What follows belongs to an exercise in optimizing a design on an open flow for small area; a production flow would make more cautious choices. The RTL was checked by simulation tests, not by an equivalence proof against the original design. Power figures rest on the tool's default switching activity, not on a simulated workload.

==> inputs of branch indigo <==
Design rgb2YCbCr, start of the top module:
module rgb2YCbCr #(
parameter pix_per_clock = 4,
parameter data_width    = 8
)
(
input wire clk_in,
input wire reset,
input wire [(data_width*pix_per_clock*3)-1:0] rdata,
input wire rlast,
output reg rready,
input wire ruser,
input wire rvalid,
output reg [(data_width*pix_per_clock*3)-1:0] tdata,
output reg tlast,
input wire tready,
output reg tuser,
output reg tvalid
);
==> flow/config.mk <==
export PLATFORM = sky130hd
export DESIGN_NAME = rgb2YCbCr
export DESIGN_NICKNAME = rgb2YCbCr
export VERILOG_FILES = /design/flow/design.v
export SDC_FILE = /design/flow/constraint.sdc
export NUM_CORES = 4
export LEC_CHECK = 0
export CAP_MARGIN = 20
export CORE_MARGIN = 2
export CORE_UTILIZATION = 40
export SLEW_MARGIN = 20
export SYNTH_HIERARCHICAL = 1
export SYNTH_MINIMUM_KEEP_SIZE = 0
==> flow/constraint.sdc <==
create_clock -name core_clock -period 5.0 [get_ports {clk_in}]
set_input_delay 1.0000 -clock core_clock [delete_from_list [all_inputs] [get_ports {clk_in}]]
set_output_delay 1.0000 -clock core_clock [all_outputs]
set_load 0.01 [all_outputs]
run.sh (not shown) runs the stock make flow with config.mk's settings and CLKGATE_MAP_FILE= SYNTH_SCRIPT=/design/flow/synth_recipe.tcl, a recipe that flattens the netlist after the stock synthesis.
==> branch onyx (differences from branch indigo) <==
--- a/flow/design.v
+++ b/flow/design.v
@@ -72,16 +72,22 @@
   assign s = ~(a ^ b);
 endmodule
 module rgb2ycc_or (input wire a, input wire b, output wire co);
   assign co = a | b;
 endmodule
 module rgb2ycc_and (input wire a, input wire b, output wire co);
   assign co = a & b;
 endmodule
+module rgb2ycc_nand (input wire a, input wire b, output wire co);
+  assign co = ~(a & b);
+endmodule
+module rgb2ycc_nor (input wire a, input wire b, output wire co);
+  assign co = ~(a | b);
+endmodule
 module rgb2ycc_diff_u (input wire [7:0] a, input wire [7:0] g, input wire [7:0] gn, output wire [8:0] d);
   wire [7:0] an = ~a;
   wire [8:0] c;
   rgb2ycc_ha   h0 (.a(a[0]), .b(gn[0]), .s(d[0]), .co(c[1]));
   genvar k;
   generate for (k = 1; k < 8; k = k + 1) begin : bit_
     rgb2ycc_fa f (.a(a[k]), .b(gn[k]), .c(c[k]), .s(d[k]), .co(c[k+1]));
   end endgenerate
@@ -237,100 +243,100 @@
   wire n219;
   wire n220;
   wire n221, n222;
   wire n223;
   wire n224;
   wire n225, n226;
   wire n227;
   wire n228;
-  rgb2ycc_or  cn1 (.a(g_n[0]), .b(u_n[2]), .co(n1));
+  rgb2ycc_nand cn1 (.a(g[0]), .b(u[2]), .co(n1));
   rgb2ycc_maj cn2 (.a(g_n[1]), .b(u_n[3]), .c(n1), .co(n2));
   rgb2ycc_fa  cn3 (.a(g_n[2]), .b(u_n[4]), .c(u[0]), .s(n3), .co(n4));
   rgb2ycc_maj cn5 (.a(v[0]), .b(n3), .c(n2), .co(n5));
-  rgb2ycc_or  cn6 (.a(g_n[3]), .b(g_n[0]), .co(n6));
+  rgb2ycc_nand cn6 (.a(g[3]), .b(g[0]), .co(n6));
   rgb2ycc_xnor cn7 (.a(g_n[3]), .b(g_n[0]), .s(n7));
   rgb2ycc_fa  cn8 (.a(u_n[5]), .b(u[1]), .c(u[0]), .s(n8), .co(n9));
   rgb2ycc_fa  cn10 (.a(v[1]), .b(n7), .c(n4), .s(n10), .co(n11));
   rgb2ycc_maj cn12 (.a(n8), .b(n10), .c(n5), .co(n12));
-  rgb2ycc_or  cn13 (.a(g_n[4]), .b(g_n[1]), .co(n13));
+  rgb2ycc_nand cn13 (.a(g[4]), .b(g[1]), .co(n13));
   rgb2ycc_xnor cn14 (.a(g_n[4]), .b(g_n[1]), .s(n14));
   rgb2ycc_fa  cn15 (.a(u_n[6]), .b(u[2]), .c(u[1]), .s(n15), .co(n16));
   rgb2ycc_fa  cn17 (.a(v[2]), .b(n14), .c(n6), .s(n17), .co(n18));
   rgb2ycc_fa  cn19 (.a(n9), .b(n15), .c(n17), .s(n19), .co(n20));
   rgb2ycc_maj cn21 (.a(n11), .b(n19), .c(n12), .co(n21));
   rgb2ycc_fa  cn22 (.a(g_n[5]), .b(g_n[2]), .c(u_n[7]), .s(n22), .co(n23));
   rgb2ycc_fa  cn24 (.a(u[3]), .b(u[2]), .c(v[3]), .s(n24), .co(n25));
   rgb2ycc_fa  cn26 (.a(n13), .b(n16), .c(n22), .s(n26), .co(n27));
   rgb2ycc_fa  cn28 (.a(n24), .b(n18), .c(n26), .s(n28), .co(n29));
   rgb2ycc_maj cn30 (.a(n20), .b(n28), .c(n21), .co(n30));
-  rgb2ycc_or  cn31 (.a(g_n[6]), .b(g_n[3]), .co(n31));
+  rgb2ycc_nand cn31 (.a(g[6]), .b(g[3]), .co(n31));
   rgb2ycc_xnor cn32 (.a(g_n[6]), .b(g_n[3]), .s(n32));
   rgb2ycc_fa  cn33 (.a(g[0]), .b(u_n[8]), .c(u[4]), .s(n33), .co(n34));
   rgb2ycc_fa  cn35 (.a(u[3]), .b(v[4]), .c(n32), .s(n35), .co(n36));
   rgb2ycc_fa  cn37 (.a(n23), .b(n25), .c(n33), .s(n37), .co(n38));
   rgb2ycc_fa  cn39 (.a(n35), .b(n27), .c(n37), .s(n39), .co(n40));
   rgb2ycc_fa  cn41 (.a(n29), .b(n39), .c(n30), .s(n41), .co(n42));
-  rgb2ycc_or  cn43 (.a(g_n[7]), .b(g_n[4]), .co(n43));
+  rgb2ycc_nand cn43 (.a(g[7]), .b(g[4]), .co(n43));
   rgb2ycc_xnor cn44 (.a(g_n[7]), .b(g_n[4]), .s(n44));
   rgb2ycc_fa  cn45 (.a(g[1]), .b(u[5]), .c(u[4]), .s(n45), .co(n46));
   rgb2ycc_fa  cn47 (.a(v[5]), .b(n44), .c(n31), .s(n47), .co(n48));
   rgb2ycc_fa  cn49 (.a(n34), .b(n45), .c(n36), .s(n49), .co(n50));
   rgb2ycc_fa  cn51 (.a(n47), .b(n38), .c(n49), .s(n51), .co(n52));
   rgb2ycc_fa  cn53 (.a(n40), .b(n51), .c(n42), .s(n53), .co(n54));
   rgb2ycc_fa  cn55 (.a(g_n[5]), .b(g[2]), .c(u[6]), .s(n55), .co(n56));
   rgb2ycc_fa  cn57 (.a(u[5]), .b(v[6]), .c(n43), .s(n57), .co(n58));
   rgb2ycc_fa  cn59 (.a(n46), .b(n55), .c(n48), .s(n59), .co(n60));
   rgb2ycc_fa  cn61 (.a(n57), .b(n50), .c(n59), .s(n61), .co(n62));
   rgb2ycc_fa  cn63 (.a(n52), .b(n61), .c(n54), .s(n63), .co(n64));
-  rgb2ycc_or  cn65 (.a(g_n[6]), .b(g[3]), .co(n65));
+  rgb2ycc_nand cn65 (.a(g[6]), .b(g_n[3]), .co(n65));
   rgb2ycc_xnor cn66 (.a(g_n[6]), .b(g[3]), .s(n66));
   rgb2ycc_fa  cn67 (.a(u[7]), .b(u[6]), .c(v[7]), .s(n67), .co(n68));
   rgb2ycc_fa  cn69 (.a(n66), .b(n56), .c(n67), .s(n69), .co(n70));
   rgb2ycc_fa  cn71 (.a(n58), .b(n69), .c(n60), .s(n71), .co(n72));
   rgb2ycc_fa  cn73 (.a(n62), .b(n71), .c(n64), .s(n73), .co(n74));
   rgb2ycc_fa  cn75 (.a(g_n[7]), .b(g[4]), .c(u[8]), .s(n75), .co(n76));
   rgb2ycc_fa  cn77 (.a(u[7]), .b(v[8]), .c(n65), .s(n77), .co(n78));
   rgb2ycc_fa  cn79 (.a(n68), .b(n75), .c(n77), .s(n79), .co(n80));
   rgb2ycc_fa  cn81 (.a(n70), .b(n79), .c(n72), .s(n81), .co(n82));
   rgb2ycc_ha  cn83 (.a(n81), .b(n74), .s(n83), .co(n84));
-  rgb2ycc_or  cn85 (.a(g[5]), .b(u[8]), .co(n85));
+  rgb2ycc_nand cn85 (.a(g_n[5]), .b(u_n[8]), .co(n85));
   rgb2ycc_xnor cn86 (.a(g[5]), .b(u[8]), .s(n86));
   rgb2ycc_fa  cn87 (.a(n86), .b(n76), .c(n78), .s(n87), .co(n88));
   rgb2ycc_fa  cn89 (.a(n80), .b(n87), .c(n82), .s(n89), .co(n90));
   rgb2ycc_ha  cn91 (.a(n89), .b(n84), .s(n91), .co(n92));
   rgb2ycc_fa  cn93 (.a(g[6]), .b(n85), .c(n88), .s(n93), .co(n94));
   rgb2ycc_fa  cn95 (.a(n93), .b(n90), .c(n92), .s(n95), .co(n96));
   rgb2ycc_xnor cn97 (.a(g[7]), .b(n94), .s(n97));
   rgb2ycc_xor cn98 (.a(n97), .b(n96), .s(n98));
-  rgb2ycc_or  cn99 (.a(u_n[2]), .b(u[0]), .co(n99));
+  rgb2ycc_nand cn99 (.a(u[2]), .b(u_n[0]), .co(n99));
   rgb2ycc_fa  cn100 (.a(u_n[3]), .b(u[1]), .c(v_n[0]), .s(n100), .co(n101));
   rgb2ycc_and cn102 (.a(n99), .b(n100), .co(n102));
   rgb2ycc_fa  cn103 (.a(u_n[4]), .b(u[2]), .c(u_n[0]), .s(n103), .co(n104));
   rgb2ycc_fa  cn105 (.a(v_n[1]), .b(n101), .c(n103), .s(n105), .co(n106));
   rgb2ycc_and cn107 (.a(n102), .b(n105), .co(n107));
   rgb2ycc_fa  cn108 (.a(u_n[5]), .b(u[3]), .c(u_n[1]), .s(n108), .co(n109));
   rgb2ycc_fa  cn110 (.a(v_n[2]), .b(n104), .c(n108), .s(n110), .co(n111));
   rgb2ycc_maj cn112 (.a(n106), .b(n110), .c(n107), .co(n112));
-  rgb2ycc_or  cn113 (.a(u_n[6]), .b(u[4]), .co(n113));
+  rgb2ycc_nand cn113 (.a(u[6]), .b(u_n[4]), .co(n113));
   rgb2ycc_xnor cn114 (.a(u_n[6]), .b(u[4]), .s(n114));
   rgb2ycc_fa  cn115 (.a(u_n[2]), .b(v_n[3]), .c(v[0]), .s(n115), .co(n116));
   rgb2ycc_fa  cn117 (.a(n114), .b(n109), .c(n115), .s(n117), .co(n118));
   rgb2ycc_maj cn119 (.a(n111), .b(n117), .c(n112), .co(n119));
   rgb2ycc_fa  cn120 (.a(u_n[7]), .b(u[5]), .c(u_n[3]), .s(n120), .co(n121));
   rgb2ycc_fa  cn122 (.a(v_n[4]), .b(v[1]), .c(n113), .s(n122), .co(n123));
   rgb2ycc_fa  cn124 (.a(n116), .b(n120), .c(n122), .s(n124), .co(n125));
   rgb2ycc_fa  cn126 (.a(n118), .b(n124), .c(n119), .s(n126), .co(n127));
-  rgb2ycc_or  cn128 (.a(u_n[8]), .b(u[6]), .co(n128));
+  rgb2ycc_nand cn128 (.a(u[8]), .b(u_n[6]), .co(n128));
   rgb2ycc_xnor cn129 (.a(u_n[8]), .b(u[6]), .s(n129));
   rgb2ycc_fa  cn130 (.a(u_n[4]), .b(v_n[5]), .c(v[2]), .s(n130), .co(n131));
   rgb2ycc_fa  cn132 (.a(n129), .b(n121), .c(n130), .s(n132), .co(n133));
   rgb2ycc_fa  cn134 (.a(n123), .b(n132), .c(n125), .s(n134), .co(n135));
   rgb2ycc_ha  cn136 (.a(n134), .b(n127), .s(n136), .co(n137));
-  rgb2ycc_or  cn138 (.a(u[7]), .b(u_n[5]), .co(n138));
+  rgb2ycc_nand cn138 (.a(u_n[7]), .b(u[5]), .co(n138));
   rgb2ycc_xnor cn139 (.a(u[7]), .b(u_n[5]), .s(n139));
   rgb2ycc_fa  cn140 (.a(v_n[6]), .b(v[3]), .c(n139), .s(n140), .co(n141));
   rgb2ycc_fa  cn142 (.a(n128), .b(n131), .c(n140), .s(n142), .co(n143));
   rgb2ycc_fa  cn144 (.a(n133), .b(n142), .c(n135), .s(n144), .co(n145));
   rgb2ycc_ha  cn146 (.a(n144), .b(n137), .s(n146), .co(n147));
   rgb2ycc_fa  cn148 (.a(u[8]), .b(u_n[6]), .c(v_n[7]), .s(n148), .co(n149));
   rgb2ycc_fa  cn150 (.a(v[4]), .b(n138), .c(n148), .s(n150), .co(n151));
   rgb2ycc_fa  cn152 (.a(n141), .b(n150), .c(n143), .s(n152), .co(n153));
@@ -340,36 +346,36 @@
   rgb2ycc_fa  cn160 (.a(n158), .b(n153), .c(n155), .s(n160), .co(n161));
   rgb2ycc_fa  cn162 (.a(u_n[8]), .b(v[6]), .c(n157), .s(n162), .co(n163));
   rgb2ycc_fa  cn164 (.a(n162), .b(n159), .c(n161), .s(n164), .co(n165));
   rgb2ycc_or  cn166 (.a(v[7]), .b(n163), .co(n166));
   rgb2ycc_xnor cn167 (.a(v[7]), .b(n163), .s(n167));
   rgb2ycc_ha  cn168 (.a(n167), .b(n165), .s(n168), .co(n169));
   rgb2ycc_xnor cn170 (.a(v[8]), .b(n166), .s(n170));
   rgb2ycc_xor cn171 (.a(n170), .b(n169), .s(n171));
-  rgb2ycc_and cn172 (.a(v_n[2]), .b(v_n[0]), .co(n172));
+  rgb2ycc_nor cn172 (.a(v[2]), .b(v[0]), .co(n172));
   rgb2ycc_fa  cn173 (.a(u_n[0]), .b(v_n[3]), .c(v_n[1]), .s(n173), .co(n174));
   rgb2ycc_and cn175 (.a(n172), .b(n173), .co(n175));
   rgb2ycc_fa  cn176 (.a(u_n[1]), .b(v_n[4]), .c(v_n[2]), .s(n176), .co(n177));
   rgb2ycc_maj cn178 (.a(n174), .b(n176), .c(n175), .co(n178));
   rgb2ycc_fa  cn179 (.a(u_n[2]), .b(v_n[5]), .c(v_n[3]), .s(n179), .co(n180));
   rgb2ycc_maj cn181 (.a(n177), .b(n179), .c(n178), .co(n181));
-  rgb2ycc_or  cn182 (.a(u_n[3]), .b(u[0]), .co(n182));
+  rgb2ycc_nand cn182 (.a(u[3]), .b(u_n[0]), .co(n182));
   rgb2ycc_xnor cn183 (.a(u_n[3]), .b(u[0]), .s(n183));
   rgb2ycc_fa  cn184 (.a(v_n[6]), .b(v_n[4]), .c(n183), .s(n184), .co(n185));
   rgb2ycc_maj cn186 (.a(n180), .b(n184), .c(n181), .co(n186));
   rgb2ycc_fa  cn187 (.a(u_n[4]), .b(u[1]), .c(v_n[7]), .s(n187), .co(n188));
   rgb2ycc_fa  cn189 (.a(v_n[5]), .b(n182), .c(n187), .s(n189), .co(n190));
   rgb2ycc_fa  cn191 (.a(n185), .b(n189), .c(n186), .s(n191), .co(n192));
-  rgb2ycc_or  cn193 (.a(u_n[5]), .b(u[2]), .co(n193));
+  rgb2ycc_nand cn193 (.a(u[5]), .b(u_n[2]), .co(n193));
   rgb2ycc_xnor cn194 (.a(u_n[5]), .b(u[2]), .s(n194));
   rgb2ycc_fa  cn195 (.a(v_n[8]), .b(v_n[6]), .c(n194), .s(n195), .co(n196));
   rgb2ycc_fa  cn197 (.a(n188), .b(n195), .c(n190), .s(n197), .co(n198));
   rgb2ycc_ha  cn199 (.a(n197), .b(n192), .s(n199), .co(n200));
-  rgb2ycc_or  cn201 (.a(u_n[6]), .b(u[3]), .co(n201));
+  rgb2ycc_nand cn201 (.a(u[6]), .b(u_n[3]), .co(n201));
   rgb2ycc_xnor cn202 (.a(u_n[6]), .b(u[3]), .s(n202));
   rgb2ycc_fa  cn203 (.a(v_n[7]), .b(n202), .c(n193), .s(n203), .co(n204));
   rgb2ycc_fa  cn205 (.a(n196), .b(n203), .c(n198), .s(n205), .co(n206));
   rgb2ycc_ha  cn207 (.a(n205), .b(n200), .s(n207), .co(n208));
   rgb2ycc_fa  cn209 (.a(u_n[7]), .b(u[4]), .c(v_n[8]), .s(n209), .co(n210));
   rgb2ycc_fa  cn211 (.a(n201), .b(n209), .c(n204), .s(n211), .co(n212));
   rgb2ycc_fa  cn213 (.a(n211), .b(n206), .c(n208), .s(n213), .co(n214));
   rgb2ycc_fa  cn215 (.a(u_n[8]), .b(u[5]), .c(n210), .s(n215), .co(n216));
==> flow/flow/run.sh (new file) <==
#!/bin/bash
# Standard layout (the standard.sh, unchanged synthesis and floorplan) with two
# knobs passed through the environment:
#  - ports are buffered with the smallest buffer (buf_1) instead of the default choice;
#  - clock tree synthesis uses clkbuf_4 on clusters of up to 10 sinks and adds no dummy loads.
set -euo pipefail
cd "$(dirname "$0")/.."
export BUFFER_PORTS_ARGS="-buffer_cell sky130_fd_sc_hd__buf_1"
export CTS_ARGS="-sink_clustering_enable -repair_clock_nets -dont_use_dummy_load -sink_clustering_size 10 -sink_clustering_max_diameter 40 -buf_list sky130_fd_sc_hd__clkbuf_4"
bash standard.sh > standard.log 2>&1
==> flow/standard.sh (new file) <==
#!/bin/bash
# synth_recipe.tcl (not shown) runs the flow's synth.tcl, then flattens the netlist and writes it again
# the make line also repeats each setting of config.mk as NAME=value (left out here)
make -C /OpenROAD-flow-scripts/flow DESIGN_CONFIG=/design/flow/config.mk WORK_HOME=/design/flow/orfs CLKGATE_MAP_FILE= SYNTH_SCRIPT=/design/flow/synth_recipe.tcl "${@:-finish}"
- CORE_UTILIZATION: 40 -> 70
removed: flow/run.sh
==> branch willow (differences from branch indigo) <==
==> flow/flow/run.sh (new file) <==
#!/bin/bash
# Standard layout (the standard.sh, unchanged synthesis and floorplan) with two
# knobs passed through the environment:
#  - ports are buffered with the smallest buffer (buf_1) instead of the default choice;
#  - clock tree synthesis clusters more sinks per buffer and adds no dummy loads.
set -euo pipefail
cd "$(dirname "$0")/.."
export BUFFER_PORTS_ARGS="-buffer_cell sky130_fd_sc_hd__buf_1"
export CTS_ARGS="-sink_clustering_enable -repair_clock_nets -dont_use_dummy_load -sink_clustering_size 30 -buf_list sky130_fd_sc_hd__clkbuf_4"
bash standard.sh > standard.log 2>&1
==> flow/standard.sh (new file) <==
#!/bin/bash
# synth_recipe.tcl (not shown) runs the flow's synth.tcl, then flattens the netlist and writes it again
# the make line also repeats each setting of config.mk as NAME=value (left out here)
make -C /OpenROAD-flow-scripts/flow DESIGN_CONFIG=/design/flow/config.mk WORK_HOME=/design/flow/orfs CLKGATE_MAP_FILE= SYNTH_SCRIPT=/design/flow/synth_recipe.tcl "${@:-finish}"
removed: flow/run.sh
==> branch maple (differences from branch indigo) <==
==> flow/flow/run.sh (new file) <==
#!/bin/bash
# Standard layout (the standard.sh, unchanged synthesis and floorplan) with two
# knobs passed through the environment:
#  - ports are buffered with the smallest buffer (buf_1) instead of the default choice;
#  - clock tree synthesis uses clkbuf_8 on clusters of up to 20 sinks and adds no dummy loads.
set -euo pipefail
cd "$(dirname "$0")/.."
export BUFFER_PORTS_ARGS="-buffer_cell sky130_fd_sc_hd__buf_1"
export CTS_ARGS="-sink_clustering_enable -repair_clock_nets -dont_use_dummy_load -sink_clustering_size 20 -sink_clustering_max_diameter 60 -buf_list sky130_fd_sc_hd__clkbuf_8"
bash standard.sh > standard.log 2>&1
==> flow/standard.sh (new file) <==
#!/bin/bash
# synth_recipe.tcl (not shown) runs the flow's synth.tcl, then flattens the netlist and writes it again
# the make line also repeats each setting of config.mk as NAME=value (left out here)
make -C /OpenROAD-flow-scripts/flow DESIGN_CONFIG=/design/flow/config.mk WORK_HOME=/design/flow/orfs CLKGATE_MAP_FILE= SYNTH_SCRIPT=/design/flow/synth_recipe.tcl "${@:-finish}"
- CORE_UTILIZATION: 40 -> 60
removed: flow/run.sh
==> run notes <==
metric                                                                               branch indigo                branch onyx               branch maple              branch willow
Run status                                                        no timing/DRC/antenna violations  no timing/DRC/antenna violations  no timing/DRC/antenna violations  no timing/DRC/antenna violations
Post-synthesis share of cell area spent on and, or, nand and nor gates                       2.75%                      1.98%                      2.75%                      2.75%
Met2 track demand over resource in global routing                                            24.3%                      42.0%                      34.4%                      23.5%
Clock root cell                                                         sky130_fd_sc_hd__clkbuf_16  sky130_fd_sc_hd__clkbuf_4  sky130_fd_sc_hd__clkbuf_8  sky130_fd_sc_hd__clkbuf_4
Highest layer used for signal routing                                                         met5                       met4                       met5                       met4
R2R Path Start                                                                  g_d3[0][0]$_DFF_P_         g_d3[2][5]$_DFF_P_         g_d3[2][2]$_DFF_P_         g_d3[1][3]$_DFF_P_
Normalized max-slew margin                                                                   75.2%                      76.2%                      74.6%                      75.7%
Cell Area, Synth                                                                         19100 µm²                  19000 µm²                  19100 µm²                  19100 µm²
Count of distinct cell types in the synthesized netlist                                         10                         12                         10                         10
Clock Latency Late Sink                                                                    0.54 ns                    0.67 ns                    0.61 ns                    0.80 ns
Met3 track utilization from global routing                                                   3.24%                      4.37%                      2.83%                      3.77%
Clock Pin Slew Worst Setup and Hold Paths                                                  0.06 ns                    0.10 ns                    0.11 ns                    0.06 ns
Fraction of met1 tracks used by global routing                                               16.9%                      27.1%                      23.5%                      16.5%
WL met3                                                                                    1.44 mm                    1.24 mm                     937 µm                    1.53 mm
Average vias per placed instance                                                              4.21                       4.88                       4.60                       4.26
Average cell area after synthesis                                                         15.1 µm²                   14.9 µm²                   15.1 µm²                   15.1 µm²
Internal Power                                                                             9.99 mW                    7.82 mW                    7.91 mW                    8.34 mW
Global-route wire length before repair                                                     53.0 mm                    49.6 mm                    48.4 mm                    53.1 mm
WL final                                                                                   32.0 mm                    30.1 mm                    29.3 mm                    31.7 mm
Clk pwr share                                                                                21.1%                      10.9%                      11.2%                      14.5%

static timing again, ports no longer ideal:
No port has a modelled driver above. Below, the same layouts with a new extraction and two added sets of constraints. Step 1 (the two cells are an assumption about what drives the block):
set clk [get_ports {clk_in}]
set_driving_cell -lib_cell sky130_fd_sc_hd__clkbuf_16 $clk
set_driving_cell -lib_cell sky130_fd_sc_hd__buf_2 [delete_from_list [all_inputs] $clk]
Step 2, shift: input delay + t, output delay - t, t = (earliest + latest rising clock arrival at the registers) / 2. This alone moves slack from input paths to output paths. a / b / c = ideal ports / drivers / drivers and shift; a / b = the first two.
run | t, ns | setup slack, ns | hold slack, ns | worst setup path after step 2
branch indigo | 0.593 | 0.141 / 0.141 / 0.141 | 0.321 / 0.321 / 0.321 | register to register
branch onyx | 0.686 | 0.142 / 0.142 / 0.142 | 0.268 / 0.268 / 0.268 | register to register
branch willow | 0.810 | 0.152 / 0.152 / 0.152 | 0.287 / 0.261 / 0.314 | register to register
branch maple | 0.645 | 0.160 / 0.160 / 0.160 | 0.309 / 0.309 / 0.309 | register to register
After both steps setup and hold are still met in every run listed.
